This design comes from an exercise in tuning for small area, a short achievable clock period and few clock cycles per item on the open sky130 flow, not from production work. Function was checked by simulation only, so behaviour that the tests miss may differ from the original.

==> run.sh <==
#!/bin/bash
# synth_recipe.tcl (not shown) runs the flow's synth.tcl, then flattens the netlist and writes it again
# the make line also repeats each setting of config.mk as NAME=value (left out here)
make -C /OpenROAD-flow-scripts/flow DESIGN_CONFIG=/design/flow/config.mk WORK_HOME=/design/flow/orfs CLKGATE_MAP_FILE= SYNTH_SCRIPT=/design/flow/synth_recipe.tcl finish
==> config.mk <==
export PLATFORM = sky130hd
export DESIGN_NAME = HT_TOP
export DESIGN_NICKNAME = HT_TOP
export VERILOG_FILES = /design/flow/design.v
export SDC_FILE = /design/flow/constraint.sdc
export NUM_CORES = 4
export LEC_CHECK = 0
export CAP_MARGIN = 20
export CORE_MARGIN = 2
export CORE_UTILIZATION = 40
export SLEW_MARGIN = 20
==> constraint.sdc <==
create_clock -name core_clock -period 26.0 [get_ports {clk}]
set_input_delay 5.2000 -clock core_clock [delete_from_list [all_inputs] [get_ports {clk}]]
set_output_delay 5.2000 -clock core_clock [all_outputs]
set_load 0.01 [all_outputs]
==> design.v <==
module SORT_IP #(parameter IP_WIDTH = 8) (
    IN_character, IN_weight,
    OUT_character
);
input [IP_WIDTH*4-1:0]  IN_character;
input [IP_WIDTH*5-1:0]  IN_weight;
output reg [IP_WIDTH*4-1:0] OUT_character;
reg [8:0] ch_wei [0:7];
integer i,j,k;
generate
    always @(*) begin
        for (k = IP_WIDTH - 1;k >= 0;k = k - 1 ) begin 
                ch_wei[IP_WIDTH - 1 - k] = {IN_character[4*k+:4],IN_weight[5*k+:5]};
        end
        for (i = 0 ; i < IP_WIDTH - 1 ; i = i + 1 ) begin 
            for (j = i ; j >= 0 ; j = j - 1 ) begin 
                if (ch_wei[j][4:0] < ch_wei[j+1][4:0]) begin
                    {ch_wei[j],ch_wei[j+1]} = {ch_wei[j+1],ch_wei[j]};
                end
            end
        end
    end
endgenerate
always @(*) begin
    case (IP_WIDTH)
        3: OUT_character = {ch_wei[0][8:5],ch_wei[1][8:5],ch_wei[2][8:5]};
        4: OUT_character = {ch_wei[0][8:5],ch_wei[1][8:5],ch_wei[2][8:5],ch_wei[3][8:5]};
        5: OUT_character = {ch_wei[0][8:5],ch_wei[1][8:5],ch_wei[2][8:5],ch_wei[3][8:5],ch_wei[4][8:5]};
        6: OUT_character = {ch_wei[0][8:5],ch_wei[1][8:5],ch_wei[2][8:5],ch_wei[3][8:5],ch_wei[4][8:5],ch_wei[5][8:5]};
        7: OUT_character = {ch_wei[0][8:5],ch_wei[1][8:5],ch_wei[2][8:5],ch_wei[3][8:5],ch_wei[4][8:5],ch_wei[5][8:5],ch_wei[6][8:5]};
        8: OUT_character = {ch_wei[0][8:5],ch_wei[1][8:5],ch_wei[2][8:5],ch_wei[3][8:5],ch_wei[4][8:5],ch_wei[5][8:5],ch_wei[6][8:5],ch_wei[7][8:5]};
        default: OUT_character = 'b0;
    endcase
end
endmodule
module HT_TOP(
    clk,
    rst_n,
    in_valid,
    in_weight,
    out_mode,
    out_valid,
    out_code
);
input clk, rst_n, in_valid, out_mode;
input [2:0] in_weight;
output reg out_valid, out_code;
localparam IDLE = 2'd0, INPUT = 2'd1, MERGE = 2'd2, OUTPUT = 2'd3;
reg [1:0] st;
reg       vin;        
reg [2:0] win;
reg       min;
reg [2:0] cnt;
reg       mode;
reg [5:0] W [0:7];    
reg [2:0] P [0:4];    
reg [2:0] NP0, NP1, NP2;
reg [1:0] NP3, NP4;
reg       NP5;        
reg [2:0] k;          
reg [2:0] t;          
integer j, s;
function ge3;           
    input [2:0] a, b;
    integer i;
    reg c;
    begin
        c = 1'b1;
        for (i = 0; i < 3; i = i + 1)
            c = (a[i] & ~b[i]) | (a[i] & c) | (~b[i] & c);
        ge3 = c;
    end
endfunction
function ge6;           
    input [5:0] a, b;
    integer i;
    reg c;
    begin
        c = 1'b1;
        for (i = 0; i < 6; i = i + 1)
            c = (a[i] & ~b[i]) | (a[i] & c) | (~b[i] & c);
        ge6 = c;
    end
endfunction
wire        ins  = (st != MERGE);
wire        modx = (st == IDLE) ? min : mode;
wire [5:0]  S    = W[0] + W[1];
wire [5:0]  NEWW = ins ? {3'b000, win} : S;
reg  [8:0]  keep;      
reg  [9:0]  lt;        
reg  [7:0]  selN, selA, selC;
reg  [2:0]  np;        
reg  [5:0]  Wn [0:7];
reg  [5:0]  Wx [0:9];
always @(*) begin
    for (j = 0; j < 8; j = j + 1) Wx[j] = W[j];
    Wx[8] = 6'd0; Wx[9] = 6'd0;
    keep[8] = 1'b1;
    for (j = 0; j < 8; j = j + 1)
        keep[j] = (j >= 8 - cnt) && ge3(W[j][2:0], win);
    lt[0] = 1'b1; lt[1] = 1'b1; lt[8] = 1'b0; lt[9] = 1'b0;
    for (j = 2; j < 8; j = j + 1)
        lt[j] = (j < 8 - cnt) && !ge6(W[j], S);
    np = 3'd0;
    for (j = 0; j < 8; j = j + 1) begin
        selA[j] = ins && keep[j];
        selC[j] = !ins && lt[j+2];
        selN[j] = ins ? (!keep[j] && keep[j+1]) : (lt[j+1] && !lt[j+2]);
        Wn[j] = selA[j] ? Wx[j] : selC[j] ? Wx[j+2] : selN[j] ? NEWW : Wx[j+1];
        if (selN[j]) np = np | j[2:0];
    end
end
function [2:0] leaf;    
    input       m;
    input [2:0] kk;
    begin
        case ({m, kk})
            4'b0_000: leaf = 3'd4;
            4'b0_001: leaf = 3'd5;
            4'b0_010: leaf = 3'd6;
            4'b0_011: leaf = 3'd7;
            4'b0_100: leaf = 3'd3;
            4'b1_000: leaf = 3'd4;
            4'b1_001: leaf = 3'd2;
            4'b1_010: leaf = 3'd5;
            4'b1_011: leaf = 3'd0;
            default:  leaf = 3'd1;
        endcase
    end
endfunction
wire last = (st == MERGE) && (cnt == 3'd5);    
always @(posedge clk or negedge rst_n) begin
    if (!rst_n) begin
        st  <= IDLE;
        cnt <= 3'd0;
    end else begin
        case (st)
            IDLE:   if (vin) begin st <= INPUT; cnt <= 3'd1; end
            INPUT:  begin
                        cnt <= cnt + 3'd1;
                        if (cnt == 3'd7) st <= MERGE;
                    end
            MERGE:  begin
                        cnt <= cnt + 3'd1;
                        if (last) st <= OUTPUT;
                    end
            OUTPUT: if (k == 3'd5) begin st <= IDLE; cnt <= 3'd0; end
        endcase
    end
end
always @(posedge clk or negedge rst_n) begin
    if (!rst_n) vin <= 1'b0;
    else        vin <= in_valid;
end
always @(posedge clk) begin
    win <= in_weight;
    min <= out_mode;
end
always @(posedge clk) begin
    if (st == IDLE) mode <= min;
    for (j = 0; j < 4; j = j + 1) W[j] <= Wn[j];
    W[4] <= {1'b0, Wn[4][4:0]};
    W[5] <= {1'b0, Wn[5][4:0]};
    W[6] <= {2'b0, Wn[6][3:0]};
    W[7] <= {3'b0, Wn[7][2:0]};
    if (st == IDLE || st == INPUT)
        for (s = 0; s < 5; s = s + 1) begin
            if (cnt == leaf(modx, s[2:0])) P[s] <= np;
            else if (ge3(np, P[s]))       P[s] <= P[s] - 3'd1;
        end
    if (st == MERGE)
        case (cnt)
            3'd0: NP0 <= np;
            3'd1: NP1 <= np;
            3'd2: NP2 <= np;
            3'd3: NP3 <= np[1:0];
            3'd4: NP4 <= np[1:0];
            default: NP5 <= np[0];
        endcase
end
function [2:0] move;
    input [2:0] p;
    input [2:0] n;
    begin
        if (p <= 3'd1)          move = n;
        else if (!ge3(p - 3'd2, n)) move = p - 3'd2;
        else                    move = p - 3'd1;
    end
endfunction
wire       np5 = last ? np[0] : NP5;
reg  [2:0] pp [0:6];
reg  [6:0] inv, cb, below;
reg  [2:0] m;
reg        rest;
always @(*) begin
    case (k)
        3'd0: pp[0] = P[0];
        3'd1: pp[0] = P[1];
        3'd2: pp[0] = P[2];
        3'd3: pp[0] = P[3];
        default: pp[0] = P[4];
    endcase
    pp[1] = move(pp[0], NP0);
    pp[2] = move(pp[1], NP1);
    pp[3] = move(pp[2], NP2);
    pp[4] = move(pp[3], {1'b0, NP3});
    pp[5] = move(pp[4], {1'b0, NP4});
    pp[6] = move(pp[5], {2'b00, np5});
    for (j = 0; j < 7; j = j + 1) begin
        inv[j] = (pp[j] <= 3'd1);
        cb[j]  = (pp[j] == 3'd0);
    end
    inv[6] = 1'b1;
    m = 3'd0;
    for (j = 0; j < 7; j = j + 1)
        if (inv[j] && j <= t) m = j[2:0];
    rest = 1'b0;
    for (j = 0; j < 7; j = j + 1)
        if (inv[j] && j < m) rest = 1'b1;
end
always @(posedge clk or negedge rst_n) begin
    if (!rst_n) begin
        out_valid <= 1'b0;
        out_code  <= 1'b0;
        k <= 3'd0;
        t <= 3'd6;
    end else if (last || (st == OUTPUT && k != 3'd5)) begin
        out_valid <= 1'b1;
        out_code  <= cb[m];
        if (rest) t <= m - 3'd1;
        else begin t <= 3'd6; k <= k + 3'd1; end
    end else begin
        out_valid <= 1'b0;
        out_code  <= 1'b0;
        k <= 3'd0;
        t <= 3'd6;
    end
end
endmodule
==> results by group, run 1 <==
Status
  – Status: no timing/DRC/antenna violations

Synth
  – Synth top area share: 28.8%
  – Synth cell types: 101
  – Most common library cells after synthesis: nand2_1, edfxtp_1, a21oi_1
  – Top cells by area, synth: edfxtp_1, ha_1, mux2i_1
  – EDFF count, synth: 70
  – Ys flop type: edfxtp_1
  – Synth Cell Area: 0.00729 mm²
  – Synth async-reset ratio: 15.7%
  – Post-synthesis cell count: 792
  – Cell accounting for the most synthesized area: edfxtp_1
  – Syn Area/Cell: 9.21 µm²
  – Most numerous cell in the Yosys netlist: nand2_1
  – Synth Warn #: 6
  – Seq/Total Area, Yosys: 35.0%
  – Synth Register Bits: 89

Layout
  – Area delta synth->final: 8.15%
  – N_diodes: 0
  – Fraction of layout cells with a size suffix above 1: 8.56%
  – Register area: 0.00255 mm²
  – Layout fillers: 1764
  – Core Util, Final: 44.0%
  – Nets: 843
  – Multi-input gate area: 0.00438 mm²

STA
  – Unrepaired setup endpoints after global routing: false
  – Min Tclk post-route: 10.25 ns
  – Final setup violating endpoints: 0
  – Relative slew slack: 39.8%
  – Max Freq: 97.6 MHz
  – Final hold vios: 0
  – Worst-margin pin slew: 0.903 ns
  – Fin Setup TNS: 0 ns
  – Period utilisation layout: 39.4%
  – Clk_skew: 0.0164 ns
  – Slew Viols, Final: 0

Clocking
  – Resized Gates After CTS: 0
  – Worst-path clk slew: 0.06 ns
  – Post-CTS Hold Buffers: 0
  – Number of CTS-inserted buffers: 9
  – H-tree depth: 3
  – Worst-case clock buffer depth: 2
  – Clock Root Buffer: clkbuf_16
  – TritonCTS clock tree: yes
  – Setup Fix Bufs, Post-CTS: 0
  – Num Clock Sinks: 89
  – Clk latency of the worst-skew pair: 0.36 ns

Route
  – Routed WL: 18400 µm
  – Vias/cell: 5.82
  – 1st-pass router iterations: 7
  – First DRT Iteration DRCs: 409
  – Antenna viol nets, final: 0
  – WL/cell: 18.0 µm
  – Via count: 5952
  – DRC Markers: 0

Place
  – Placer congestion estimate: 0.910
  – DP HPWL: 13900 µm
  – Buffers on Ports: 8

Setup path
  – Slowest CP cell: dfrtp_1
  – WS Path Type: flip-flop to flip-flop
  – Crit. path cell count: 43
  – Crit path max-delay family: compound AO/OA/AOI/OAI gates
  – Worst reg2reg path depth: 43
  – Worst setup EP type: flip-flop
  – Arr. time, crit path: 10.47 ns
  – CP required: 26.22 ns
  – Reg2reg setup slack: 15.75 ns
  – Crit start category: flip-flop
  – Worst Path Buf+Inv: 4
  – CP Max Fanout: 17
  – CP peak stage delay: 0.52 ns
  – Top cell by count, worst path: ha_1

Floorplanning
  – Die Area: 0.0193 mm²
  – Ports: 9
  – Die Width: 139 µm
  – Core region area: 0.0179 mm²
  – Initial Utilization: 40.7%
  – Die Height: 139 µm
  – Floorplan row count: 49

Global routing
  – Largest net degree at the start of global routing: 28
  – First-pass GRT wire length: 29900 µm
  – Initial antenna violation count: 0
  – Vias in the first global route: 5704
  – Total GRT Usage: 19.0%
  – Grt ovf: 0

Run
  – Maxcap violations: 0

Hold path
  – Worst min-delay path class: flip-flop to flip-flop
  – Hold Crit Depth: 2
final timing paths:
path / start / end
setup / recovery: k[2]$_DFFE_PN0P_ / out_code$_DFF_PN0_
hold / removal: st[1]$_DFFE_PN0P_ / st[1]$_DFFE_PN0P_
setup reg to reg: k[2]$_DFFE_PN0P_ / out_code$_DFF_PN0_
hold reg to reg: st[1]$_DFFE_PN0P_ / st[1]$_DFFE_PN0P_
max in group asynchronous: rst_n / st[0]$_DFFE_PN0P_
min in group asynchronous: rst_n / cnt[1]$_DFFE_PN0P_
worst register-to-register path, delay by kind of cell, from the launching register on:
kind,cells,cell delay [ns]
multiplexers,1,0.40
flip-flops,1,0.52
AND/OR/NAND/NOR,12,2.14
adder cells (fa/ha/maj),7,2.45
buffers and inverters,4,0.47
AO/OA/AOI/OAI,19,4.13
cell usage in the layout, fill, tap and decap left out, drive strengths merged, types with 5 or more instances in the layout:
cell type      count
clkbuf            10
and2              14
o21ai             61
a21oi             66
nor3              20
ha                46
nand2b             9
a22oi              5
edfxtp            70
maj3              33
clkdlybuf4s50      8
buf                5
o211ai             9
xor2               8
dfxtp              5
a21o               5
a211oi             5
dfrtp             12
nand4              5
and3               8
o22ai             15
mux2               6
nand3             17
mux2i             44
nand2             80
o31ai              7
a211o              5
nor2              51
xnor2              8
inv               66
registers in the layout, summed over array words and instances, names as in the netlist:
name and cells:
NP1 3, NP3 2, t 3, cnt 3, k 3, NP5 1
mode 1, NP4 2, W 41, vin 1, win 3, out_valid 1
out_code 1, NP2 3, NP0 3, st 2, P 15, min 1
layout make-up:
type / instances / area share [%]
clock buffer: 10 / 2.90
sequential: 89 / 32.4
timing repair buffer: 13 / 1.49
clock inverter: 6 / 0.920
multi-input combinational: 611 / 55.5
tap: 229 / 3.63
inverter: 65 / 3.16
per-layer routing:
metal | GRT usage, % | vias up | share of wire, %
met4 | 4.94 | 0 | 1.2
met5 | 0 | - | 0
met3 | 2.87 | 19 | 4.0
li1 | - | 2945 | -
met2 | 31.3 | 148 | 48
met1 | 26.2 | 2840 | 47
per-stage QoR:
step / hold WS (ns) / cell area (µm²) / worst slack (ns) / cells
after global routing: 0.611 / 7890 / 14.88 / 1023
after floorplan: 0.519 / 7290 / 17.19 / 792
after CTS: 0.571 / 7880 / 15.88 / 1023
after detailed placement: 0.556 / 7570 / 15.91 / 1007
final: 0.574 / 7890 / 15.75 / 1023
after global placement: 0.559 / 7570 / 16.31 / 1007
kinds of logic after synthesis:
logic type	Yosys count	synth area share, %
flip-flops	89	35.0
adder cells (fa/ha/maj)	80	12.7
AO/OA/AOI/OAI	236	22.6
AND/OR/NAND/NOR	229	15.7
buffers and inverters	92	5.06
XOR/XNOR	16	1.92
multiplexers	50	6.97
Testbench counts, summed over its fixed seeds: cycles 80,215, items 2,400.
==> inputs of run 2 (changes only) <==
--- a/design.v
+++ b/design.v
@@ -88,2 +88,3 @@
 wire [5:0]  NEWW = ins ? {3'b000, win} : S;
+reg  [9:0]  g;         
 reg  [8:0]  keep;      
@@ -97,8 +98,12 @@
     Wx[8] = 6'd0; Wx[9] = 6'd0;
+    g[0] = ge3(W[0][2:0], win);
+    g[1] = ge3(W[1][2:0], win);
+    for (j = 2; j < 8; j = j + 1)
+        g[j] = ge6(W[j], NEWW);
     keep[8] = 1'b1;
     for (j = 0; j < 8; j = j + 1)
-        keep[j] = (j >= 8 - cnt) && ge3(W[j][2:0], win);
+        keep[j] = (j >= 8 - cnt) && g[j];
     lt[0] = 1'b1; lt[1] = 1'b1; lt[8] = 1'b0; lt[9] = 1'b0;
     for (j = 2; j < 8; j = j + 1)
-        lt[j] = (j < 8 - cnt) && !ge6(W[j], S);
+        lt[j] = (j < 8 - cnt) && !g[j];
     np = 3'd0;
@@ -180,9 +185,15 @@
 end
-function [2:0] move;
-    input [2:0] p;
-    input [2:0] n;
-    begin
-        if (p <= 3'd1)          move = n;
-        else if (!ge3(p - 3'd2, n)) move = p - 3'd2;
-        else                    move = p - 3'd1;
+function [7:0] mv;
+    input [7:0] h;
+    input [2:0] q;
+    integer i;
+    reg [8:0] a;
+    begin
+        for (i = 0; i < 9; i = i + 1) a[i] = (i <= q + 1);    
+        mv = 8'd0;
+        for (i = 0; i < 8; i = i + 1) begin
+            if (i + 2 < 8) mv[i] = mv[i] | (h[i+2] & a[i+2]);
+            if (i + 1 < 8 && i + 1 >= 2) mv[i] = mv[i] | (h[i+1] & !a[i+1]);
+            if (i == q) mv[i] = mv[i] | h[0] | h[1];
+        end
     end
@@ -190,4 +201,5 @@
 wire       np5 = last ? np[0] : NP5;
-reg  [2:0] pp [0:6];
-reg  [6:0] inv, cb, below;
+reg  [2:0] p0;
+reg  [7:0] h [0:6];
+reg  [6:0] inv, cb;
 reg  [2:0] m;
@@ -196,17 +208,18 @@
     case (k)
-        3'd0: pp[0] = P[0];
-        3'd1: pp[0] = P[1];
-        3'd2: pp[0] = P[2];
-        3'd3: pp[0] = P[3];
-        default: pp[0] = P[4];
+        3'd0: p0 = P[0];
+        3'd1: p0 = P[1];
+        3'd2: p0 = P[2];
+        3'd3: p0 = P[3];
+        default: p0 = P[4];
     endcase
-    pp[1] = move(pp[0], NP0);
-    pp[2] = move(pp[1], NP1);
-    pp[3] = move(pp[2], NP2);
-    pp[4] = move(pp[3], {1'b0, NP3});
-    pp[5] = move(pp[4], {1'b0, NP4});
-    pp[6] = move(pp[5], {2'b00, np5});
+    h[0] = 8'd1 << p0;
+    h[1] = mv(h[0], NP0) & 8'h7f;
+    h[2] = mv(h[1], NP1) & 8'h3f;
+    h[3] = mv(h[2], NP2) & 8'h1f;
+    h[4] = mv(h[3], {1'b0, NP3}) & 8'h0f;
+    h[5] = mv(h[4], {1'b0, NP4}) & 8'h07;
+    h[6] = mv(h[5], {2'b00, np5}) & 8'h03;
     for (j = 0; j < 7; j = j + 1) begin
-        inv[j] = (pp[j] <= 3'd1);
-        cb[j]  = (pp[j] == 3'd0);
+        inv[j] = h[j][0] | h[j][1];
+        cb[j]  = h[j][0];
     end
--- a/config.mk
+++ b/config.mk
@@ -7,2 +7,3 @@
 export LEC_CHECK = 0
+export ABC_AREA = 1
 export CAP_MARGIN = 20
==> run 2 against run 1 <==
  * Still clean on timing, DRC and antenna
  * Global-route usage fell by 0.37 points
  * Setup slack improved by 3.9 ns
  * Critical path depth decreased by 42
  * Wire length down 13%
  * Critical path type is now flip-flop to output pin
  * Largest cell class unchanged
==> results by group, run 2 <==
Floorplanning
  – Core region area: 0.0166 mm² (was 0.0179 mm²)
  – Die Height: 135 µm (was 139 µm)
  – Initial Utilization: 41.0% (was 40.7%)
  – Die Area: 0.0181 mm² (was 0.0193 mm²)
  – Floorplan row count: 47 (was 49)
  – Die Width: 135 µm (was 139 µm)
  – Ports: 9 (unchanged)

Layout
  – Non-filler cells, final: 1156 (was 1023)
  – Core Util, Final: 44.8% (was 44.0%)
  – Post-Layout Inst Area: 0.00746 mm² (was 0.00789 mm²)
  – Multi-input gate area: 0.00364 mm² (was 0.00438 mm²)
  – Largest regs: W (41), P (15) (unchanged)
  – Commonest non-fill, non-tap cell in the layout: nand2_1 (unchanged)
  – N_diodes: 0 (unchanged)
  – Fraction of layout cells with a size suffix above 1: 7.59% (was 8.56%)
  – Commonest cells after routing, fill and taps aside: nand2_1, inv_1, o21ai_0 (was nand2_1, edfxtp_1, a21oi_1)
  – Layout fillers: 1691 (was 1764)
  – Register area: 0.00255 mm² (unchanged)
  – Max FFs per register: 41 (unchanged)
  – Nets: 988 (was 843)
  – Area delta synth->final: 9.20% (was 8.15%)
  – Biggest register: W (unchanged)

STA
  – Clk_skew: 0.00943 ns (was 0.0164 ns)
  – Fin Setup TNS: 0 ns (unchanged)
  – Hold_ws: 0.600 ns (was 0.574 ns)
  – Final setup violating endpoints: 0 (unchanged)
  – Relative slew slack: 50.2% (was 39.8%)
  – Min Tclk post-route: 6.39 ns (was 10.25 ns)
  – Unrepaired setup endpoints after global routing: false (unchanged)
  – Final hold vios: 0 (unchanged)
  – Max Freq: 156 MHz (was 97.6 MHz)
  – Worst-margin pin slew: 0.742 ns (was 0.903 ns)
  – Slew Viols, Final: 0 (unchanged)
  – Period utilisation layout: 24.6% (was 39.4%)

Place
  – Dpl cells: 1140 (was 1007)
  – Buffers on Ports: 8 (unchanged)
  – Placer congestion estimate: 0.827 (was 0.910)
  – DP HPWL: 12500 µm (was 13900 µm)
  – Post-DP Area: 0.00715 mm² (was 0.00757 mm²)

Clocking
  – Number of CTS-inserted buffers: 9 (unchanged)
  – Clk latency of the worst-skew pair: 0.36 ns (about the same)
  – Setup Fix Bufs, Post-CTS: 0 (unchanged)
  – Worst-case clock buffer depth: 2 (unchanged)
  – Clock Root Buffer: clkbuf_16 (unchanged)
  – TritonCTS clock tree: yes (unchanged)
  – Num Clock Sinks: 89 (unchanged)
  – Post-CTS Hold Buffers: 0 (unchanged)
  – Worst-path clk slew: 0.07 ns (was 0.06 ns)
  – Resized Gates After CTS: 0 (unchanged)
  – H-tree depth: 3 (unchanged)

Setup path
  – Arr. time, crit path: 1.19 ns (was 10.47 ns)
  – Crit path max-delay family: buffers and inverters (was compound AO/OA/AOI/OAI gates)
  – Crit start category: flip-flop (unchanged)
  – Crit-path cells: clkdlybuf4s50_1
  – CP required: 20.80 ns (was 26.22 ns)
  – Worst Path Buf+Inv: 1 (was 4)
  – CP peak stage delay: 0.52 ns (about the same)
  – Slowest CP cell: clkdlybuf4s50_1 (was dfrtp_1)
  – Worst setup EP type: output pin (was flip-flop)
  – WS Path Type: flip-flop to output pin (was flip-flop to flip-flop)
  – CP Max Fanout: 1 (was 17)

Route
  – Antenna viol nets, final: 0 (unchanged)
  – 1st-pass router iterations: 5 (was 7)
  – WL/cell: 13.9 µm (was 18.0 µm)
  – First DRT Iteration DRCs: 502 (was 409)
  – Vias/cell: 5.10 (was 5.82)
  – Routed WL: 16100 µm (was 18400 µm)
  – Via count: 5891 (was 5952)
  – DRC Markers: 0 (unchanged)

Synth
  – Synth Register Bits: 89 (unchanged)
  – Synth Warn #: 6 (unchanged)
  – Cell accounting for the most synthesized area: edfxtp_1 (unchanged)
  – Synth top area share: 30.8% (was 28.8%)
  – Synth Cell Area: 0.00683 mm² (was 0.00729 mm²)
  – Seq/Total Area, Yosys: 37.4% (was 35.0%)
  – Synth cell types: 46 (was 101)
  – Post-synthesis cell count: 922 (was 792)
  – Most common library cells after synthesis: nand2_1, inv_1, o21ai_0 (was nand2_1, edfxtp_1, a21oi_1)
  – Ys flop type: edfxtp_1 (unchanged)
  – Synth async-reset ratio: 15.7% (unchanged)
  – Syn Area/Cell: 7.41 µm² (was 9.21 µm²)
  – EDFF count, synth: 70 (unchanged)
  – Most numerous cell in the Yosys netlist: nand2_1 (unchanged)
  – Top cells by area, synth: edfxtp_1, nand2_1, ha_1 (was edfxtp_1, ha_1, mux2i_1)

Run
  – Maxcap violations: 0 (unchanged)

Global routing
  – Total GRT Usage: 18.6% (was 19.0%)
  – First-pass GRT wire length: 27000 µm (was 29900 µm)
  – Largest net degree at the start of global routing: 24 (was 28)
  – Grt ovf: 0 (unchanged)
  – GR Util met3: 2.78% (was 2.87%)
  – GR Util met1: 27.3% (was 26.2%)
  – Met2 usage: 28.7% (was 31.3%)
  – Gr busiest metal: met2 (unchanged)
  – Vias in the first global route: 5455 (was 5704)
  – Initial antenna violation count: 0 (unchanged)

Status
  – Status: no timing/DRC/antenna violations (unchanged)

Hold path
  – Worst min-delay path class: flip-flop to flip-flop (unchanged)
==> run 2: cell types whose count changed in the layout (fill, tap and decap cells not counted), sizes merged, moves of 13 or more <==
| cell | change |
|---|---|
| nor2 | +23 |
| mux2i | -44 |
| o21ai | +41 |
| inv | +90 |
| nand2 | +164 |
| and2 | -13 |
| maj3 | -32 |
| nand3 | +43 |
| nor3 | -13 |
==> run 2: routing by layer <==
metal	wire length (µm)	share of wire, %	up-vias
met5	0	0	-
met4	168	1.0	0
met3	485	3.0	11
met2	7050	44	85
met1	8370	52	2716
li1	-	-	3079
==> run 2: final timing paths <==
check | start | to | slack, ns | cells past startpoint
min in group asynchronous | rst_n | out_valid$_DFF_PN0_ | 5.27 | 1
worst max register to register | st[0]$_DFFE_PN0P_ | P[2][1]$_DFFE_PP_ | 20.48 | 20
worst min-delay path | P[4][0]$_DFFE_PP_ | P[4][0]$_DFFE_PP_ | 0.60 | 1
worst max-delay path | out_code$_DFF_PN0_ | out_code | 19.61 | 1
worst min register to register | P[4][0]$_DFFE_PP_ | P[4][0]$_DFFE_PP_ | 0.60 | 1
max in group asynchronous | rst_n | k[2]$_DFFE_PN0P_ | 20.27 | 1
==> run 2: layout make-up <==
class | instances | share of cell area, %
inverters | 154 | 7.75
well taps | 220 | 3.69
flip-flops and latches | 89 | 34.3
repair buffers | 10 | 1.27
multi-input cells | 667 | 48.8
clock buffers | 10 | 3.20
clock inverters | 6 | 0.990
==> run 2: stage by stage <==
| stage | setup WS (ns) |
|---|---|
| 2_1_floorplan | 20.42 |
| 3_3_place_gp | 19.86 |
| 3_5_place_dp | 19.85 |
| 4_1_cts | 19.60 |
| 5_1_grt | 19.56 |
| 6_report | 19.61 |
==> run 2: logic make-up (layout without fill, tap and decap cells) <==
family / Yosys count / in the layout / synth area share [%]
DFF: 89 / 89 / 37.4
buffers and inverters: 166 / 180 / 9.27
and+or+nand+nor: 408 / 408 / 26.9
adders and majority gates: 51 / 51 / 9.42
xor gates and xnor gates: 8 / 8 / 1.03
AOI/OAI and AO/OA: 200 / 200 / 16.0
Testbench counts of run 2, summed over its fixed seeds: cycles 80,215, items 2,400.
==> inputs of run 3 (changes only) <==
--- a/design.v
+++ b/design.v
@@ -47,3 +47,3 @@
 output reg out_valid, out_code;
-localparam IDLE = 2'd0, INPUT = 2'd1, MERGE = 2'd2, OUTPUT = 2'd3;
+localparam IDLE = 2'd0, INPUT = 2'd1, MERGE = 2'd3, OUTPUT = 2'd2;    
 reg [1:0] st;
@@ -51,4 +51,4 @@
 reg [2:0] win;
-reg       min;
-reg [2:0] cnt;
+reg [3:0] cnt;        
+wire [7:0] c;         
 reg       mode;
@@ -62,2 +62,19 @@
 integer j, s;
+assign c[0] = !cnt[3] && !cnt[0];
+assign c[1] =  cnt[0] && !cnt[1];
+assign c[2] =  cnt[1] && !cnt[2];
+assign c[3] =  cnt[2] && !cnt[3];
+assign c[4] =  cnt[3] &&  cnt[0];
+assign c[5] = !cnt[0] &&  cnt[1];
+assign c[6] = !cnt[1] &&  cnt[2];
+assign c[7] = !cnt[2] &&  cnt[3];
+wire [3:0] cnt_inc = {cnt[2:0], !cnt[3]};
+wire [5:0] kd;        
+assign kd[0] = !k[2] && !k[0];
+assign kd[1] =  k[0] && !k[1];
+assign kd[2] =  k[1] && !k[2];
+assign kd[3] =  k[2] &&  k[0];
+assign kd[4] = !k[0] &&  k[1];
+assign kd[5] = !k[1] &&  k[2];
+wire [2:0] k_inc = {k[1:0], !k[2]};
 function ge3;           
@@ -85,3 +102,2 @@
 wire        ins  = (st != MERGE);
-wire        modx = (st == IDLE) ? min : mode;
 wire [5:0]  S    = W[0] + W[1];
@@ -89,2 +105,8 @@
 reg  [9:0]  g;         
+reg  [7:0]  below;     
+always @(*)
+    for (j = 0; j < 8; j = j + 1) begin
+        below[j] = 1'b0;
+        for (s = 0; s < 8 - j; s = s + 1) below[j] = below[j] | c[s];
+    end
 reg  [8:0]  keep;      
@@ -104,6 +126,6 @@
     for (j = 0; j < 8; j = j + 1)
-        keep[j] = (j >= 8 - cnt) && g[j];
+        keep[j] = !below[j] && g[j];
     lt[0] = 1'b1; lt[1] = 1'b1; lt[8] = 1'b0; lt[9] = 1'b0;
     for (j = 2; j < 8; j = j + 1)
-        lt[j] = (j < 8 - cnt) && !g[j];
+        lt[j] = below[j] && !g[j];
     np = 3'd0;
@@ -117,4 +139,5 @@
 end
-function [2:0] leaf;    
+function isleaf;        
     input       m;
+    input [7:0] cd;
     input [2:0] kk;
@@ -122,12 +145,12 @@
         case ({m, kk})
-            4'b0_000: leaf = 3'd4;
-            4'b0_001: leaf = 3'd5;
-            4'b0_010: leaf = 3'd6;
-            4'b0_011: leaf = 3'd7;
-            4'b0_100: leaf = 3'd3;
-            4'b1_000: leaf = 3'd4;
-            4'b1_001: leaf = 3'd2;
-            4'b1_010: leaf = 3'd5;
-            4'b1_011: leaf = 3'd0;
-            default:  leaf = 3'd1;
+            4'b0_000: isleaf = cd[4];
+            4'b0_001: isleaf = cd[5];
+            4'b0_010: isleaf = cd[6];
+            4'b0_011: isleaf = cd[7];
+            4'b0_100: isleaf = cd[3];
+            4'b1_000: isleaf = cd[4];
+            4'b1_001: isleaf = cd[2];
+            4'b1_010: isleaf = cd[5];
+            4'b1_011: isleaf = cd[0];
+            default:  isleaf = cd[1];
         endcase
@@ -135,3 +158,3 @@
 endfunction
-wire last = (st == MERGE) && (cnt == 3'd5);    
+wire last = (st == MERGE) && c[5];    
 always @(posedge clk or negedge rst_n) begin
@@ -139,15 +162,18 @@
         st  <= IDLE;
-        cnt <= 3'd0;
+        cnt <= 4'd0;
     end else begin
         case (st)
-            IDLE:   if (vin) begin st <= INPUT; cnt <= 3'd1; end
+            IDLE:   if (vin) begin st <= INPUT; cnt <= cnt_inc; end
             INPUT:  begin
-                        cnt <= cnt + 3'd1;
-                        if (cnt == 3'd7) st <= MERGE;
+                        cnt <= cnt_inc;
+                        if (c[7]) st <= MERGE;
                     end
             MERGE:  begin
-                        cnt <= cnt + 3'd1;
+                        cnt <= cnt_inc;
                         if (last) st <= OUTPUT;
                     end
-            OUTPUT: if (k == 3'd5) begin st <= IDLE; cnt <= 3'd0; end
+            OUTPUT: begin
+                        cnt <= 4'd0;
+                        if (kd[5]) st <= IDLE;
+                    end
         endcase
@@ -161,6 +187,5 @@
     win <= in_weight;
-    min <= out_mode;
 end
 always @(posedge clk) begin
-    if (st == IDLE) mode <= min;
+    if (st == IDLE && !vin) mode <= out_mode;    
     for (j = 0; j < 4; j = j + 1) W[j] <= Wn[j];
@@ -172,3 +197,3 @@
         for (s = 0; s < 5; s = s + 1) begin
-            if (cnt == leaf(modx, s[2:0])) P[s] <= np;
+            if (isleaf(mode, c, s))      P[s] <= np;
             else if (ge3(np, P[s]))       P[s] <= P[s] - 3'd1;
@@ -176,10 +201,10 @@
     if (st == MERGE)
-        case (cnt)
-            3'd0: NP0 <= np;
-            3'd1: NP1 <= np;
-            3'd2: NP2 <= np;
-            3'd3: NP3 <= np[1:0];
-            3'd4: NP4 <= np[1:0];
-            default: NP5 <= np[0];
-        endcase
+    begin
+        if (c[0]) NP0 <= np;
+        if (c[1]) NP1 <= np;
+        if (c[2]) NP2 <= np;
+        if (c[3]) NP3 <= np[1:0];
+        if (c[4]) NP4 <= np[1:0];
+        if (c[5]) NP5 <= np[0];
+    end
 end
@@ -191,3 +216,12 @@
     begin
-        for (i = 0; i < 9; i = i + 1) a[i] = (i <= q + 1);    
+        case (q)                                   
+            3'd0: a = 9'b0_0000_0011;
+            3'd1: a = 9'b0_0000_0111;
+            3'd2: a = 9'b0_0000_1111;
+            3'd3: a = 9'b0_0001_1111;
+            3'd4: a = 9'b0_0011_1111;
+            3'd5: a = 9'b0_0111_1111;
+            3'd6: a = 9'b0_1111_1111;
+            default: a = 9'b1_1111_1111;
+        endcase
         mv = 8'd0;
@@ -203,3 +237,3 @@
 reg  [7:0] h [0:6];
-reg  [6:0] inv, cb;
+reg  [6:0] inv, cb, upto;
 reg  [2:0] m;
@@ -207,9 +241,3 @@
 always @(*) begin
-    case (k)
-        3'd0: p0 = P[0];
-        3'd1: p0 = P[1];
-        3'd2: p0 = P[2];
-        3'd3: p0 = P[3];
-        default: p0 = P[4];
-    endcase
+    p0 = kd[0] ? P[0] : kd[1] ? P[1] : kd[2] ? P[2] : kd[3] ? P[3] : P[4];
     h[0] = 8'd1 << p0;
@@ -226,5 +254,14 @@
     inv[6] = 1'b1;
+    case (t)
+        3'd0: upto = 7'b000_0001;
+        3'd1: upto = 7'b000_0011;
+        3'd2: upto = 7'b000_0111;
+        3'd3: upto = 7'b000_1111;
+        3'd4: upto = 7'b001_1111;
+        3'd5: upto = 7'b011_1111;
+        default: upto = 7'b111_1111;
+    endcase
     m = 3'd0;
     for (j = 0; j < 7; j = j + 1)
-        if (inv[j] && j <= t) m = j[2:0];
+        if (inv[j] && upto[j]) m = j[2:0];
     rest = 1'b0;
@@ -239,3 +276,3 @@
         t <= 3'd6;
-    end else if (last || (st == OUTPUT && k != 3'd5)) begin
+    end else if (last || (st == OUTPUT && !kd[5])) begin
         out_valid <= 1'b1;
@@ -243,3 +280,3 @@
         if (rest) t <= m - 3'd1;
-        else begin t <= 3'd6; k <= k + 3'd1; end
+        else begin t <= 3'd6; k <= k_inc; end
     end else begin
==> run 3 against run 2 <==
  * Global-route usage up 0.21 points
  * Setup slack worse by 0.013 ns
  * First-iteration DRC count down 38%
  * Non-clock buffer count down 1
  * Sequential share of layout area up 2.7 points
  * Maximum frequency down 0.21%
  * Wire length down 4.6%
  * Final cell count down 6.0%
  * Critical endpoint unchanged
  * Via count down 6.3%
  * Sequential cell count unchanged
==> results by group, run 3 <==
Status
  – Status: no timing/DRC/antenna violations (unchanged)

Clocking
  – Worst-path clk slew: 0.06 ns (was 0.07 ns)
  – TritonCTS clock tree: yes (unchanged)
  – Clock Root Buffer: clkbuf_16 (unchanged)
  – Worst-case clock buffer depth: 2 (unchanged)
  – Num Clock Sinks: 89 (unchanged)
  – Clk latency of the worst-skew pair: 0.35 ns (was 0.36 ns)
  – Setup Fix Bufs, Post-CTS: 0 (unchanged)
  – Resized Gates After CTS: 0 (unchanged)
  – Number of CTS-inserted buffers: 9 (unchanged)
  – H-tree depth: 3 (unchanged)
  – Post-CTS Hold Buffers: 0 (unchanged)

Synth
  – EDFF count, synth: 71 (was 70)
  – Most numerous cell in the Yosys netlist: nand2_1 (unchanged)
  – Syn Area/Cell: 7.46 µm² (was 7.41 µm²)
  – Synth Register Bits: 89 (unchanged)
  – Synth Cell Area: 0.00640 mm² (was 0.00683 mm²)
  – Synth top area share: 33.3% (was 30.8%)
  – Seq/Total Area, Yosys: 40.2% (was 37.4%)
  – Top cells by area, synth: edfxtp_1, nand2_1, inv_1 (was edfxtp_1, nand2_1, ha_1)
  – Synth Warn #: 6 (unchanged)
  – Most common library cells after synthesis: nand2_1, inv_1, o21ai_0 (unchanged)
  – Post-synthesis cell count: 858 (was 922)
  – Cell accounting for the most synthesized area: edfxtp_1 (unchanged)
  – Synth async-reset ratio: 16.9% (was 15.7%)
  – Ys flop type: edfxtp_1 (unchanged)
  – Synth cell types: 52 (was 46)

STA
  – Max Freq: 156 MHz (about the same)
  – Unrepaired setup endpoints after global routing: false (unchanged)
  – Final setup violating endpoints: 0 (unchanged)
  – Slew Viols, Final: 0 (unchanged)
  – Period utilisation layout: 24.6% (about the same)
  – Hold_ws: 0.579 ns (was 0.600 ns)
  – Fin Setup TNS: 0 ns (unchanged)
  – Clk_skew: 0.0108 ns (was 0.00943 ns)
  – Relative slew slack: 35.9% (was 50.2%)
  – Worst-margin pin slew: 0.956 ns (was 0.742 ns)
  – Min Tclk post-route: 6.41 ns (was 6.39 ns)
  – Final hold vios: 0 (unchanged)

Setup path
  – Reg-to-Reg Start: st[1]$_DFFE_PN0P_ (was st[0]$_DFFE_PN0P_)
  – WS Path Type: flip-flop to output pin (unchanged)
  – Crit path max-delay family: buffers and inverters (unchanged)
  – Worst Path Buf+Inv: 1 (unchanged)
  – Crit start category: flip-flop (unchanged)
  – CP required: 20.80 ns (about the same)
  – Worst reg2reg path depth: 19 (was 20)
  – Crit-path cells: clkdlybuf4s50_1 (unchanged)
  – CP Max Fanout: 1 (unchanged)
  – Slowest CP cell: clkdlybuf4s50_1 (unchanged)
  – Critical Path Start: out_code$_DFF_PN0_ (unchanged)
  – Reg2Reg Capture Point: P[3][0]$_DFFE_PP_ (was P[2][1]$_DFFE_PP_)
  – CP peak stage delay: 0.53 ns (was 0.52 ns)
  – Arr. time, crit path: 1.21 ns (was 1.19 ns)
  – Worst setup EP type: output pin (unchanged)
  – Reg2reg setup slack: 20.75 ns (was 20.48 ns)

Layout
  – Layout fillers: 1646 (was 1691)
  – Multi-input gate area: 0.00323 mm² (was 0.00364 mm²)
  – Area delta synth->final: 8.59% (was 9.20%)
  – Register area: 0.00257 mm² (was 0.00255 mm²)
  – Nets: 893 (was 988)
  – Biggest register: W (unchanged)
  – Core Util, Final: 44.0% (was 44.8%)
  – Fraction of layout cells with a size suffix above 1: 8.04% (was 7.59%)
  – Largest regs: W (41), P (15), cnt (4) (was W (41), P (15))
  – Commonest cells after routing, fill and taps aside: nand2_1, inv_1, o21ai_0 (unchanged)
  – Max FFs per register: 41 (unchanged)
  – Commonest non-fill, non-tap cell in the layout: nand2_1 (unchanged)
  – N_diodes: 0 (unchanged)

Global routing
  – First-pass GRT wire length: 24700 µm (was 27000 µm)
  – Vias in the first global route: 4899 (was 5455)
  – Largest net degree at the start of global routing: 30 (was 24)
  – Total GRT Usage: 18.8% (was 18.6%)
  – Grt ovf: 0 (unchanged)
  – Initial antenna violation count: 0 (unchanged)

Floorplanning
  – Ports: 9 (unchanged)
  – Core region area: 0.0158 mm² (was 0.0166 mm²)
  – Die Width: 130 µm (was 135 µm)
  – Die Height: 130 µm (was 135 µm)
  – Die Area: 0.0170 mm² (was 0.0181 mm²)
  – Floorplan row count: 46 (was 47)
  – Initial Utilization: 40.6% (was 41.0%)

Place
  – Buffers on Ports: 8 (unchanged)
  – Placer congestion estimate: 0.849 (was 0.827)
  – DP HPWL: 11600 µm (was 12500 µm)

Route
  – Uppermost layer routed: met4 (unchanged)
  – Routed wl met3: 509 µm (was 485 µm)
  – WL/cell: 14.1 µm (was 13.9 µm)
  – DRC Markers: 0 (unchanged)
  – Metal2 WL: 7260 µm (was 7050 µm)
  – Antenna viol nets, final: 0 (unchanged)
  – Vias/cell: 5.08 (was 5.10)
  – Via count: 5520 (was 5891)
  – 1st-pass router iterations: 5 (unchanged)
  – Met1 Wirelength: 7300 µm (was 8370 µm)
  – First DRT Iteration DRCs: 311 (was 502)
  – Routed WL: 15300 µm (was 16100 µm)

Hold path
  – Hold path start: st[0]$_DFFE_PN0P_ (was P[4][0]$_DFFE_PP_)
  – Hold Crit Depth: 2 (was 1)
  – Worst min-delay path class: flip-flop to flip-flop (unchanged)
  – Hold Path Sink: st[0]$_DFFE_PN0P_ (was P[4][0]$_DFFE_PP_)

Run
  – Maxcap violations: 0 (unchanged)
run 3: cell count changes in the layout (fill, tap and decap cells not counted), sizes merged, moves of 6 or more:
cell | previous run | this run
o22ai | 15 | 6
nor2 | 74 | 81
ha | 49 | 19
conb | 0 | 6
nand2 | 244 | 208
nand3 | 60 | 67
inv | 156 | 136
maj3 | 1 | 7
run 3: layout make-up:
cell class              instances  area share, %
multi-input cells             620           46.5
repair buffers                  9           1.26
inverters                     137           7.40
clock buffers                  13           3.76
well taps                     216           3.89
clock inverters                 3          0.234
flip-flops and latches         89           37.0
run 3: routing by layer:
layer  vias to the layer above  GRT usage (%)
li1                       2875              -
met1                      2508           25.1
met2                       120           31.7
met3                        17           2.44
met4                         0           6.82
met5                         -              0
run 3: metrics by stage:
stage	instance area, µm²	std cells	worst slack, ns
after floorplan	6420	863	20.42
after global placement	6670	1071	19.82
after detailed placement	6670	1071	19.84
after CTS	6950	1087	19.58
after global routing	6950	1087	19.54
final	6950	1087	19.59
run 3: cell families (layout without fill, tap and decap cells):
family / Yosys count / count (layout) / synth area share [%]
AOI/OAI and AO/OA: 192 / 192 / 16.2
xor gates and xnor gates: 8 / 8 / 1.10
adders and majority gates: 27 / 27 / 5.22
buffers and inverters: 154 / 162 / 9.68
DFF: 89 / 89 / 40.2
other: 1 / 6 / 0.0586
and+or+nand+nor: 387 / 387 / 27.6
run 3: how the worst max path moves through the flow:
stage | end | depth (start not counted)
after global placement | cnt[0]$_DFFE_PN0P_ | 1
after floorplan | out_code | 0
final | out_code | 1
after global routing | out_code | 1
after CTS | out_code | 1
after detailed placement | cnt[1]$_DFFE_PN0P_ | 1
Testbench counts of run 3, summed over its fixed seeds: cycles 80,215, items 2,400.
==> inputs of run 4 (changes only) <==
==> flow/run.sh (new file) <==
#!/bin/bash
# The standard layout, with plain buffers (buf_2) on the ports in place of the
# delay-cell buffers the port buffering picks by default.
set -euo pipefail
bash standard.sh BUFFER_PORTS_ARGS="-buffer_cell sky130_fd_sc_hd__buf_2" finish > flow_make.log 2>&1
==> standard.sh (new file) <==
#!/bin/bash
# synth_recipe.tcl (not shown) runs the flow's synth.tcl, then flattens the netlist and writes it again
# the make line also repeats each setting of config.mk as NAME=value (left out here)
make -C /OpenROAD-flow-scripts/flow DESIGN_CONFIG=/design/flow/config.mk WORK_HOME=/design/flow/orfs CLKGATE_MAP_FILE= SYNTH_SCRIPT=/design/flow/synth_recipe.tcl "${@:-finish}"
removed: run.sh
==> run 4 against run 3 <==
  * Still clean
  * Synthesized area unchanged
  * Sequential cell count unchanged
==> results by group, run 4 <==
Setup path
  – Crit. path cell count: 1 (unchanged)
  – Worst reg2reg path depth: 19 (unchanged)
  – WS Path Type: flip-flop to output pin (unchanged)
  – Arr. time, crit path: 0.84 ns (was 1.21 ns)
  – Reg2reg setup slack: 20.72 ns (was 20.75 ns)
  – CP required: 20.80 ns (about the same)
  – Worst Path Buf+Inv: 1 (unchanged)
  – Worst setup EP type: output pin (unchanged)
  – Reg2Reg Capture Point: P[0][0]$_DFFE_PP_ (was P[3][0]$_DFFE_PP_)
  – CP Max Fanout: 1 (unchanged)
  – Crit start category: flip-flop (unchanged)
  – Crit-path cells: buf_2 (was clkdlybuf4s50_1)
  – Critical Path Start: out_code$_DFF_PN0_ (unchanged)
  – CP Capture Point: out_code (unchanged)
  – Reg-to-Reg Start: st[1]$_DFFE_PN0P_ (unchanged)
  – CP peak stage delay: 0.36 ns (was 0.53 ns)
  – Slowest CP cell: dfrtp_1 (was clkdlybuf4s50_1)
  – Crit path max-delay family: flip-flops (was buffers and inverters)

Route
  – WL/cell: 14.1 µm (about the same)
  – Vias/cell: 5.04 (was 5.08)
  – 1st-pass router iterations: 5 (unchanged)
  – Routed WL: 15300 µm (about the same)
  – Via count: 5475 (was 5520)
  – DRC Markers: 0 (unchanged)
  – Antenna viol nets, final: 0 (unchanged)
  – First DRT Iteration DRCs: 359 (was 311)

Clocking
  – Num Clock Sinks: 89 (unchanged)
  – Setup Fix Bufs, Post-CTS: 0 (unchanged)
  – TritonCTS clock tree: yes (unchanged)
  – Clock Root Buffer: clkbuf_16 (unchanged)
  – Number of CTS-inserted buffers: 9 (unchanged)
  – Resized Gates After CTS: 0 (unchanged)
  – H-tree depth: 3 (unchanged)
  – Worst-path clk slew: 0.07 ns (was 0.06 ns)
  – Post-CTS Hold Buffers: 0 (unchanged)
  – Worst-case clock buffer depth: 2 (unchanged)
  – Clk latency of the worst-skew pair: 0.35 ns (about the same)

Layout
  – N_diodes: 0 (unchanged)
  – Max FFs per register: 41 (unchanged)
  – Post-Layout Inst Area: 0.00694 mm² (was 0.00695 mm²)
  – Area delta synth->final: 8.41% (was 8.59%)
  – Layout fillers: 1617 (was 1646)
  – Nets: 893 (unchanged)
  – Commonest non-fill, non-tap cell in the layout: nand2_1 (unchanged)
  – Commonest cells after routing, fill and taps aside: nand2_1, inv_1, o21ai_0 (unchanged)
  – Biggest register: W (unchanged)
  – Largest regs: W (41), P (15), cnt (4) (unchanged)
  – Fraction of layout cells with a size suffix above 1: 9.18% (was 8.04%)

Floorplanning
  – Initial Utilization: 40.6% (unchanged)
  – Floorplan row count: 46 (unchanged)
  – Die Width: 130 µm (unchanged)
  – Ports: 9 (unchanged)
  – Die Height: 130 µm (unchanged)
  – Die Area: 0.0170 mm² (unchanged)
  – Core region area: 0.0158 mm² (unchanged)

Synth
  – Synth Cell Area: 0.00640 mm² (unchanged)
  – Synth Warn #: 6 (unchanged)
  – Top cells by area, synth: edfxtp_1, nand2_1, inv_1 (unchanged)
  – Synth cell types: 52 (unchanged)
  – Most common library cells after synthesis: nand2_1, inv_1, o21ai_0 (unchanged)
  – Cell accounting for the most synthesized area: edfxtp_1 (unchanged)
  – Synth async-reset ratio: 16.9% (unchanged)
  – Post-synthesis cell count: 858 (unchanged)
  – Most numerous cell in the Yosys netlist: nand2_1 (unchanged)
  – Synth Register Bits: 89 (unchanged)
  – Synth top area share: 33.3% (unchanged)
  – EDFF count, synth: 71 (unchanged)
  – Ys flop type: edfxtp_1 (unchanged)
  – Syn Area/Cell: 7.46 µm² (unchanged)
  – Seq/Total Area, Yosys: 40.2% (unchanged)

STA
  – Relative slew slack: 31.9% (was 35.9%)
  – Slew Viols, Final: 0 (unchanged)
  – Max Freq: 166 MHz (was 156 MHz)
  – Final hold vios: 0 (unchanged)
  – Min Tclk post-route: 6.04 ns (was 6.41 ns)
  – Fin Setup TNS: 0 ns (unchanged)
  – Worst-margin pin slew: 1.02 ns (was 0.956 ns)
  – Unrepaired setup endpoints after global routing: false (unchanged)
  – Clk_skew: 0.0107 ns (was 0.0108 ns)
  – Final setup violating endpoints: 0 (unchanged)
  – Period utilisation layout: 23.2% (was 24.6%)

Place
  – Post-DP Area: 0.00663 mm² (was 0.00667 mm²)
  – Buffers on Ports: 8 (unchanged)
  – Placer congestion estimate: 0.878 (was 0.849)
  – DP HPWL: 11600 µm (about the same)

Hold path
  – Worst min-delay path class: flip-flop to flip-flop (unchanged)

Global routing
  – Vias in the first global route: 5097 (was 4899)
  – First-pass GRT wire length: 25000 µm (was 24700 µm)
  – Grt ovf: 0 (unchanged)
  – Total GRT Usage: 19.0% (was 18.8%)
  – Largest net degree at the start of global routing: 30 (unchanged)
  – Initial antenna violation count: 0 (unchanged)

Run
  – Maxcap violations: 0 (unchanged)

Status
  – Status: no timing/DRC/antenna violations (unchanged)
## run 4: layout make-up
class | count | area (µm²) | share of cell area, %
Multi-Input combinational cell | 620 | 3230 | 46.5
Sequential cell | 89 | 2570 | 37.1
Inverter | 137 | 514 | 7.41
Tap cell | 216 | 270 | 3.90
Clock buffer | 11 | 243 | 3.50
Clock inverter | 5 | 63.8 | 0.920
Timing Repair Buffer | 9 | 47.5 | 0.686
## run 4: per-stage QoR
| stage | hold slack [ns] | util (%) | worst slack (ns) | instances |
|---|---|---|---|---|
| after floorplan | 0.507 | - | 20.42 | 863 |
| after global placement | 0.535 | 42.0 | 20.34 | 1071 |
| after detailed placement | 0.542 | 42.0 | 20.34 | 1071 |
| after CTS | 0.558 | 44.0 | 19.95 | 1087 |
| after global routing | 0.598 | 44.0 | 19.91 | 1087 |
| final | 0.557 | 44.0 | 19.96 | 1087 |
## run 4: kinds of logic after synthesis
| logic type | count (synthesis) | synth area share, % |
|---|---|---|
| other | 1 | 0.0586 |
| flip-flops | 89 | 40.2 |
| adder cells (fa/ha/maj) | 27 | 5.22 |
| AND/OR/NAND/NOR | 387 | 27.6 |
| buffers and inverters | 154 | 9.68 |
| XOR/XNOR | 8 | 1.10 |
| AO/OA/AOI/OAI | 192 | 16.2 |
## run 4: worst min path at each step
stage,startpoint,endpoint,slack [ns],cells past startpoint
after floorplan,st[0]$_DFFE_PN0P_,st[0]$_DFFE_PN0P_,0.51,2
final,st[0]$_DFFE_PN0P_,st[0]$_DFFE_PN0P_,0.56,2
after global routing,st[0]$_DFFE_PN0P_,st[0]$_DFFE_PN0P_,0.60,2
after detailed placement,st[0]$_DFFE_PN0P_,st[0]$_DFFE_PN0P_,0.54,2
after CTS,st[0]$_DFFE_PN0P_,st[0]$_DFFE_PN0P_,0.56,2
after global placement,st[0]$_DFFE_PN0P_,st[0]$_DFFE_PN0P_,0.54,2
## run 4: layer usage
| metal | part of all wire (%) | global-route usage [%] |
|---|---|---|
| met5 | 0 | 0 |
| met3 | 3.5 | 3.05 |
| met2 | 47 | 32.1 |
| met1 | 47 | 24.7 |
| met4 | 2.4 | 6.95 |
==> inputs of run 5 (changes only) <==
--- a/design.v
+++ b/design.v
@@ -54,3 +54,3 @@
 reg       mode;
-reg [5:0] W [0:7];    
+reg [4:0] W [0:7];    
 reg [2:0] P [0:4];    
@@ -90,4 +90,4 @@
 endfunction
-function ge6;           
-    input [5:0] a, b;
+function ge5;           
+    input [4:0] a, b;
     integer i;
@@ -96,5 +96,5 @@
         c = 1'b1;
-        for (i = 0; i < 6; i = i + 1)
+        for (i = 0; i < 5; i = i + 1)
             c = (a[i] & ~b[i]) | (a[i] & c) | (~b[i] & c);
-        ge6 = c;
+        ge5 = c;
     end
@@ -102,4 +102,5 @@
 wire        ins  = (st != MERGE);
-wire [5:0]  S    = W[0] + W[1];
-wire [5:0]  NEWW = ins ? {3'b000, win} : S;
+wire [5:0]  S6   = W[0] + W[1];
+wire [4:0]  S    = S6[5] ? 5'd31 : S6[4:0];
+wire [4:0]  NEWW = ins ? {2'b00, win} : S;
 reg  [9:0]  g;         
@@ -115,7 +116,7 @@
 reg  [2:0]  np;        
-reg  [5:0]  Wn [0:7];
-reg  [5:0]  Wx [0:9];
+reg  [4:0]  Wn [0:7];
+reg  [4:0]  Wx [0:9];
 always @(*) begin
     for (j = 0; j < 8; j = j + 1) Wx[j] = W[j];
-    Wx[8] = 6'd0; Wx[9] = 6'd0;
+    Wx[8] = 5'd0; Wx[9] = 5'd0;
     g[0] = ge3(W[0][2:0], win);
@@ -123,3 +124,3 @@
     for (j = 2; j < 8; j = j + 1)
-        g[j] = ge6(W[j], NEWW);
+        g[j] = ge5(W[j], NEWW);
     keep[8] = 1'b1;
@@ -190,7 +191,5 @@
     if (st == IDLE && !vin) mode <= out_mode;    
-    for (j = 0; j < 4; j = j + 1) W[j] <= Wn[j];
-    W[4] <= {1'b0, Wn[4][4:0]};
-    W[5] <= {1'b0, Wn[5][4:0]};
-    W[6] <= {2'b0, Wn[6][3:0]};
-    W[7] <= {3'b0, Wn[7][2:0]};
+    for (j = 0; j < 6; j = j + 1) W[j] <= Wn[j];
+    W[6] <= {1'b0, Wn[6][3:0]};     
+    W[7] <= {2'b0, Wn[7][2:0]};     
     if (st == IDLE || st == INPUT)
--- a/config.mk
+++ b/config.mk
@@ -11,2 +11,3 @@
 export CORE_UTILIZATION = 40
+export CTS_BUF_LIST = sky130_fd_sc_hd__clkbuf_8
 export SLEW_MARGIN = 20
==> run 5 against run 4 <==
  * Still clean on timing, DRC and antenna
  * Clock skew is 0.0075 ns higher
  * Synthesized cell count shrank 0.23%
  * Die area is 2.8% lower
  * Synthesized area shrank 2.9%
  * Critical path type unchanged
  * Highest routed layer unchanged
==> results by group, run 5 <==
Synth
  – Synth Warn #: 6 (unchanged)
  – Ys flop type: edfxtp_1 (unchanged)
  – Seq/Total Area, Yosys: 39.5% (was 40.2%)
  – Syn Area/Cell: 7.25 µm² (was 7.46 µm²)
  – Synth top area share: 32.4% (was 33.3%)
  – Synth cell types: 44 (was 52)
  – Top cells by area, synth: edfxtp_1, nand2_1, inv_1 (unchanged)
  – Synth Cell Area: 0.00621 mm² (was 0.00640 mm²)
  – Cell accounting for the most synthesized area: edfxtp_1 (unchanged)
  – Multiplexer area fraction after synthesis: 0% (unchanged)
  – Most common library cells after synthesis: nand2_1, inv_1, o21ai_0 (unchanged)
  – Most numerous cell in the Yosys netlist: nand2_1 (unchanged)
  – Synth Register Bits: 85 (was 89)
  – Synth async-reset ratio: 17.6% (was 16.9%)
  – EDFF count, synth: 67 (was 71)
  – Largest family of logic cells by synthesized area: simple AND/OR/NAND/NOR gates (unchanged)
  – Xor and xnor fraction of the mapped netlist area: 1.27% (was 1.10%)
  – Synth Area in Compound Gates: 14.7% (was 16.2%)
  – Post-Synth Simple-Gate Area: 30.0% (was 27.6%)
  – Adder-cell share of the synthesized area: 4.47% (was 5.22%)
  – Post-synthesis cell count: 856 (was 858)

Clocking
  – Setup Fix Bufs, Post-CTS: 0 (unchanged)
  – Post-CTS Hold Buffers: 0 (unchanged)
  – Worst-path clk slew: 0.09 ns (was 0.07 ns)
  – Clock Root Buffer: clkbuf_8 (was clkbuf_16)
  – Clk latency of the worst-skew pair: 0.37 ns (was 0.35 ns)
  – H-tree depth: 3 (unchanged)
  – Number of CTS-inserted buffers: 9 (unchanged)
  – TritonCTS clock tree: yes (unchanged)
  – Worst-case clock buffer depth: 2 (unchanged)
  – Num Clock Sinks: 85 (was 89)
  – Resized Gates After CTS: 0 (unchanged)

STA
  – Final setup violating endpoints: 0 (unchanged)
  – Final hold vios: 0 (unchanged)
  – Max Freq: 165 MHz (was 166 MHz)
  – Fin Setup TNS: 0 ns (unchanged)
  – Min Tclk post-route: 6.06 ns (was 6.04 ns)
  – Worst-margin pin slew: 0.840 ns (was 1.02 ns)
  – Period utilisation layout: 23.3% (was 23.2%)
  – Slew Viols, Final: 0 (unchanged)
  – Clk_skew: 0.0182 ns (was 0.0107 ns)
  – Relative slew slack: 43.6% (was 31.9%)
  – Unrepaired setup endpoints after global routing: false (unchanged)

Route
  – Via count: 5387 (was 5475)
  – Vias/cell: 5.08 (was 5.04)
  – First DRT Iteration DRCs: 359 (unchanged)
  – WL/cell: 13.3 µm (was 14.1 µm)
  – Routed WL: 14200 µm (was 15300 µm)
  – DRC Markers: 0 (unchanged)
  – Antenna viol nets, final: 0 (unchanged)
  – 1st-pass router iterations: 5 (unchanged)

Setup path
  – Crit path max-delay family: flip-flops (unchanged)
  – Worst Path Buf+Inv: 1 (unchanged)
  – Slowest CP cell: dfrtp_1 (unchanged)
  – Arr. time, crit path: 0.86 ns (was 0.84 ns)
  – CP Max Fanout: 1 (unchanged)
  – Critical Path Start: out_valid$_DFF_PN0_ (was out_code$_DFF_PN0_)
  – Worst setup EP type: output pin (unchanged)
  – Reg-to-Reg Start: W[1][2]$_DFFE_PN_ (was st[1]$_DFFE_PN0P_)
  – Crit start category: flip-flop (unchanged)
  – CP required: 20.80 ns (about the same)
  – WS Path Type: flip-flop to output pin (unchanged)
  – Crit-path cells: buf_2 (unchanged)
  – CP peak stage delay: 0.36 ns (about the same)

Global routing
  – First-pass GRT wire length: 23800 µm (was 25000 µm)
  – Vias in the first global route: 4842 (was 5097)
  – Initial antenna violation count: 0 (unchanged)
  – Total GRT Usage: 18.0% (was 19.0%)
  – Largest net degree at the start of global routing: 26 (was 30)
  – Grt ovf: 0 (unchanged)

Layout
  – Commonest non-fill, non-tap cell in the layout: nand2_1 (unchanged)
  – Biggest register: W (unchanged)
  – Commonest cells after routing, fill and taps aside: nand2_1, inv_1, o21ai_0 (unchanged)
  – Nets: 895 (was 893)
  – N_diodes: 0 (unchanged)
  – Area delta synth->final: 6.45% (was 8.41%)
  – Layout fillers: 1581 (was 1617)
  – Largest regs: W (37), P (15), cnt (4) (was W (41), P (15), cnt (4))
  – Max FFs per register: 37 (was 41)
  – Fraction of layout cells with a size suffix above 1: 8.82% (was 9.18%)
  – Core Util, Final: 43.5% (was 44.0%)

Hold path
  – Hold path start: st[0]$_DFFE_PN0P_ (unchanged)
  – Worst min-delay path class: flip-flop to flip-flop (unchanged)

Status
  – Status: no timing/DRC/antenna violations (unchanged)

Place
  – Placer congestion estimate: 0.837 (was 0.878)
  – DP HPWL: 11000 µm (was 11600 µm)
  – Buffers on Ports: 8 (unchanged)

Floorplanning
  – Die Height: 129 µm (was 130 µm)
  – Initial Utilization: 40.8% (was 40.6%)
  – Ports: 9 (unchanged)
  – Die Width: 129 µm (was 130 µm)
  – Floorplan row count: 45 (was 46)
  – Core region area: 0.0152 mm² (was 0.0158 mm²)
  – Die Area: 0.0165 mm² (was 0.0170 mm²)

Run
  – Maxcap violations: 0 (unchanged)
## run 5: layout make-up
| cell class | count | area [µm²] | share of cell area, % |
|---|---|---|---|
| timing repair buffer | 9 | 47.5 | 0.719 |
| clock inverter | 6 | 31.3 | 0.473 |
| multi-input combinational | 615 | 3150 | 47.7 |
| sequential | 85 | 2450 | 37.1 |
| clock buffer | 10 | 138 | 2.08 |
| tap | 188 | 235 | 3.56 |
| inverter | 148 | 556 | 8.40 |
## run 5: layer usage
layer | global-route usage (%) | wire length [µm] | vias up
met4 | 4.60 | 145 | 0
met3 | 3.24 | 418 | 9
met1 | 26.1 | 7360 | 2455
li1 | - | - | 2851
met2 | 27.9 | 6230 | 72
met5 | 0 | 0 | -
## run 5: cell families after synthesis
kind of cell,count (synthesis)
buf+inv,160
compound gates,163
fa+ha+maj,22
simple gates,416
xor+xnor,9
flops,85
other cells,1
## run 5: final timing paths
check | to | cells past startpoint | slack [ns]
max in group asynchronous | t[2]$_DFF_PN1_ | 1 | 20.96
max | out_valid | 1 | 19.94
max reg2reg | P[1][2]$_DFFE_PP_ | 23 | 21.27
min reg2reg | st[0]$_DFFE_PN0P_ | 2 | 0.57
min in group asynchronous | out_valid$_DFF_PN0_ | 1 | 4.73
min | st[0]$_DFFE_PN0P_ | 2 | 0.57
## run 5: through the flow
step	area, µm²	instances	setup WS, ns	hold slack, ns
finish	6610	1061	19.94	0.569
global placement	6440	1045	20.34	0.549
detailed placement	6440	1045	20.34	0.556
CTS	6610	1061	19.91	0.578
global route	6610	1061	19.90	0.594
floorplan	6220	860	20.42	0.507
Testbench counts of run 5, summed over its fixed seeds: cycles 80,215, items 2,400.

## separate check: timing with driven ports
In the flow no input, the clock included, has a driving cell. The finished layouts below were timed again as built, in two steps.
Step 1: set_driving_cell puts a clkbuf_16 on clk and a buf_2 on each other input, an assumption about the parent block.
Step 2, shift: input delay + t, output delay - t, t = (earliest + latest rising clock arrival at the registers) / 2. This alone moves slack from input paths to output paths.
Slacks: ideal / step 1 / step 2; pairs: ideal / step 1.
run | t (ns) | slack for setup (ns) | worst data-port slew with drivers (ns)
run 1 | 0.388 | 15.752 / 15.752 / 15.752 | 0.03
run 2 | 0.395 | 19.606 / 19.566 / 19.888 | 0.04
run 3 | 0.388 | 19.593 / 19.553 / 19.875 | 0.03
run 4 | 0.385 | 19.962 / 19.924 / 20.309 | 0.03
run 5 | 0.398 | 19.941 / 19.904 / 20.302 | 0.03
After both steps setup and hold are still met in every run listed. Setup slack includes reset recovery checks.
